This is an optimization exercise on Yosys and OpenROAD, whose aim is small area and a short achievable clock period, not a production implementation. Only simulation tests tie the RTL to the original design; equivalence was not proved.

== run 1 ==
Design advanced_hybrid_controller_fixed, start of the top module:
module advanced_hybrid_controller_fixed (
    input wire clk,
    input wire rst_n,
    input wire start,
    output wire done,
    output reg tile_start,
    input wire tile_done,
    output reg imc_mode,
    output wire simultaneous_rows,
    output wire [63:0] row_mask,
    input wire [15:0] zero_ops_skipped,
    input wire [15:0] total_ops_executed,
    input wire [15:0] imc_energy_savings,
    input wire [7:0] computation_snr,
    output reg dram_cmd_valid,
    output wire [1:0] dram_cmd_type,
    output wire [15:0] dram_cmd_addr,
    output wire [15:0] dram_write_data,
    output wire dram_accumulate_en,
    output wire [3:0] dram_bank_activate,
    output wire dram_simultaneous_access,
    output reg [1:0] precision_mode,
    output wire sparsity_optimize_en,
    output reg adaptive_imc_en,
    output wire [7:0] system_efficiency,
    output reg [15:0] total_energy_saved,
    output reg snr_too_low
);
==> flow/config.mk <==
export PLATFORM = sky130hd
export DESIGN_NAME = advanced_hybrid_controller_fixed
export DESIGN_NICKNAME = advanced_hybrid_controller_fixed
export VERILOG_FILES = /design/flow/design.v
export SDC_FILE = /design/flow/constraint.sdc
export NUM_CORES = 4
export LEC_CHECK = 0
export ABC_AREA = 1
export CAP_MARGIN = 20
export CORE_MARGIN = 2
export CORE_UTILIZATION = 80
export CTS_BUF_LIST = sky130_fd_sc_hd__clkbuf_8
export SLEW_MARGIN = 20
==> flow/constraint.sdc <==
create_clock -name core_clock -period 130.0 [get_ports {clk}]
set_input_delay 26.0000 -clock core_clock [delete_from_list [all_inputs] [get_ports {clk}]]
set_output_delay 26.0000 -clock core_clock [all_outputs]
set_load 0.01 [all_outputs]
standard.sh (not shown) runs the stock make flow with config.mk's settings and CLKGATE_MAP_FILE= SYNTH_SCRIPT=/design/flow/synth_recipe.tcl, a recipe that flattens the netlist after the stock synthesis.
==> flow/flow/run.sh <==
#!/bin/bash
# The standard layout, with two changes: the port buffers are made from the
# smallest plain buffer (sky130_fd_sc_hd__buf_1) instead of the delay cell
# buffer_ports picks on its own (every input and output port still gets its
# buffer), and the constant outputs share synthesis's single tie cell of
# each kind instead of getting one tie cell each.
set -euo pipefail
export BUFFER_PORTS_ARGS="-buffer_cell sky130_fd_sc_hd__buf_1"
export SKIP_REPAIR_TIE_FANOUT=1
bash standard.sh > standard_flow.log 2>&1
The inputs of run 2 differ from those of run 1 as listed below.
# run 1
export LEC_CHECK = 0
export ABC_AREA = 1
export CAP_MARGIN = 20
export CORE_MARGIN = 2
export CORE_UTILIZATION = 80
export CTS_BUF_LIST = sky130_fd_sc_hd__clkbuf_8
export SLEW_MARGIN = 20
create_clock -name core_clock -period 130.0 [get_ports {clk}]
# run 2
export LEC_CHECK = 0
export ABC_AREA = 1
export CAP_MARGIN = 20
export CORE_MARGIN = 2
export CORE_UTILIZATION = 85
export CTS_BUF_LIST = sky130_fd_sc_hd__clkbuf_8
export CTS_CLUSTER_SIZE = 30
export SLEW_MARGIN = 20
create_clock -name core_clock -period 130.0 [get_ports {clk}]
==> flow/flow/run.sh <==
#!/bin/bash
# The standard layout, with the port buffers made from the smallest plain
# buffer (sky130_fd_sc_hd__buf_1) instead of the delay cell buffer_ports
# picks on its own. Every input and output port still gets its buffer.
set -euo pipefail
export BUFFER_PORTS_ARGS="-buffer_cell sky130_fd_sc_hd__buf_1"
bash standard.sh > standard_flow.log 2>&1
### Flow results
Looking at wire length of the first global-routing pass, run 2 sits above run 1.
Run 2 ends up with lower die area than run 1 does.
Cell count of the worst reg-to-reg path (run 2 over run 1): decrease, 1
In run 2 the final critical delay including setup and external delays turned out 0.062 ns higher than in run 1.
The highest attainable clock frequency on run 2 is in line with that on run 1.
Relative to run 1, critical path depth has gone down in run 2.
Going from run 1 to run 2, cell count saw an increase.
What run 3 does differently from run 2 at the input level:
# run 2
export LEC_CHECK = 0
export ABC_AREA = 1
export CAP_MARGIN = 20
export CORE_MARGIN = 2
export CORE_UTILIZATION = 85
export CTS_BUF_LIST = sky130_fd_sc_hd__clkbuf_8
export CTS_CLUSTER_SIZE = 30
export SLEW_MARGIN = 20
create_clock -name core_clock -period 130.0 [get_ports {clk}]
# run 3
export LEC_CHECK = 0
export ABC_AREA = 1
export CAP_MARGIN = 20
export CORE_MARGIN = 2
export CORE_UTILIZATION = 80
export CTS_BUF_LIST = sky130_fd_sc_hd__clkbuf_8
export SLEW_MARGIN = 20
create_clock -name core_clock -period 130.0 [get_ports {clk}]
Findings:
- Total I/O pin count came out exactly the same in run 3 and run 2.
- Standard cell core area (run 3 vs. run 2) increases by a little under 10%
- On post-route cell area, run 3 and run 2 are neck and neck.
- Sequential share of layout area: run 3 vs run 2, no meaningful difference
- Run 3 — placer's final routability congestion estimate about 3% lower, run 2 as reference
- Growth of design area from synthesis to finish up 0.31 points in run 3 wrt run 2
- Final worst slack: run 3 and run 2 compared, lower one is run 2
- The final design utilization of run 3 falls short of that of run 2 by 5.9 points.
> inputs changed (run 3 -> run 4)
# run 3
export LEC_CHECK = 0
export ABC_AREA = 1
export CAP_MARGIN = 20
export CORE_MARGIN = 2
export CORE_UTILIZATION = 80
export CTS_BUF_LIST = sky130_fd_sc_hd__clkbuf_8
export SLEW_MARGIN = 20
create_clock -name core_clock -period 130.0 [get_ports {clk}]
# run 4
export LEC_CHECK = 0
export ABC_AREA = 0
export CAP_MARGIN = 20
export CORE_MARGIN = 2
export CORE_UTILIZATION = 80
export CTS_BUF_LIST = sky130_fd_sc_hd__clkbuf_8
export SLEW_MARGIN = 20
create_clock -name core_clock -period 130.0 [get_ports {clk}]
==> flow/flow/run.sh <==
#!/bin/bash
# The standard layout, with three changes:
#  - the port buffers are made from the smallest plain buffer
#    (sky130_fd_sc_hd__buf_1) instead of the delay cell buffer_ports picks on
#    its own; every input and output port still gets its buffer;
#  - the constant outputs share synthesis's single tie cell of each kind
#    instead of getting one tie cell each;
#  - clock tree synthesis adds no dummy loads (the tree is otherwise the
#    standard one: same clustering, clkbuf_8 buffers from config.mk).
set -euo pipefail
export BUFFER_PORTS_ARGS="-buffer_cell sky130_fd_sc_hd__buf_1"
export SKIP_REPAIR_TIE_FANOUT=1
export CTS_ARGS="-sink_clustering_enable -repair_clock_nets -dont_use_dummy_load -buf_list sky130_fd_sc_hd__clkbuf_8"
bash standard.sh > standard_flow.log 2>&1
==> comparison <==
- From run 3 to run 4 the numbers moved as follows: mean area per synthesized cell picked up an extra 16%, worst setup slack decreased by 1.57 ns relative to the old numbers.
- Compared with run 3, run 4 shows non-clock buffer count higher by 5.
- Run 4: routed wire length higher than run 3
- Run 4 ends up with a clock skew that is 0.0067 ns higher than in run 3.
- From run 4 to run 3, number of flops mapped to enable cells by yosys did not move at all.

what the ideal ports hide:
No port has a modelled driver above. Below, the same layouts with a new extraction and two added sets of constraints.
Step 1: set_driving_cell puts a clkbuf_16 on clk and a buf_2 on each other input, an assumption about the parent block.
Step 2 also shifts input and output timing later by t, the mid clock arrival at the registers, as if the neighbouring blocks saw the same clock.
Slacks: ideal ports / drivers / drivers and shift; pairs: ideal ports / drivers.
run	t (ns)	setup slack, ns	worst register clock-pin slew, ns	cell pins on the clock port's net
run 1	0.503	94.942 / 94.899 / 95.025	0.10 / 0.10	1
run 2	0.504	94.880 / 94.836 / 94.757	0.10 / 0.10	1
run 3	0.497	95.130 / 95.089 / 94.958	0.09 / 0.09	1
run 4	0.483	93.562 / 93.517 / 94.000	0.09 / 0.09	1
After both steps every run listed still meets setup and hold. For run 3, which loses most, drivers alone change the setup slack by -0.041 ns; drivers and shift together by -0.172 ns.
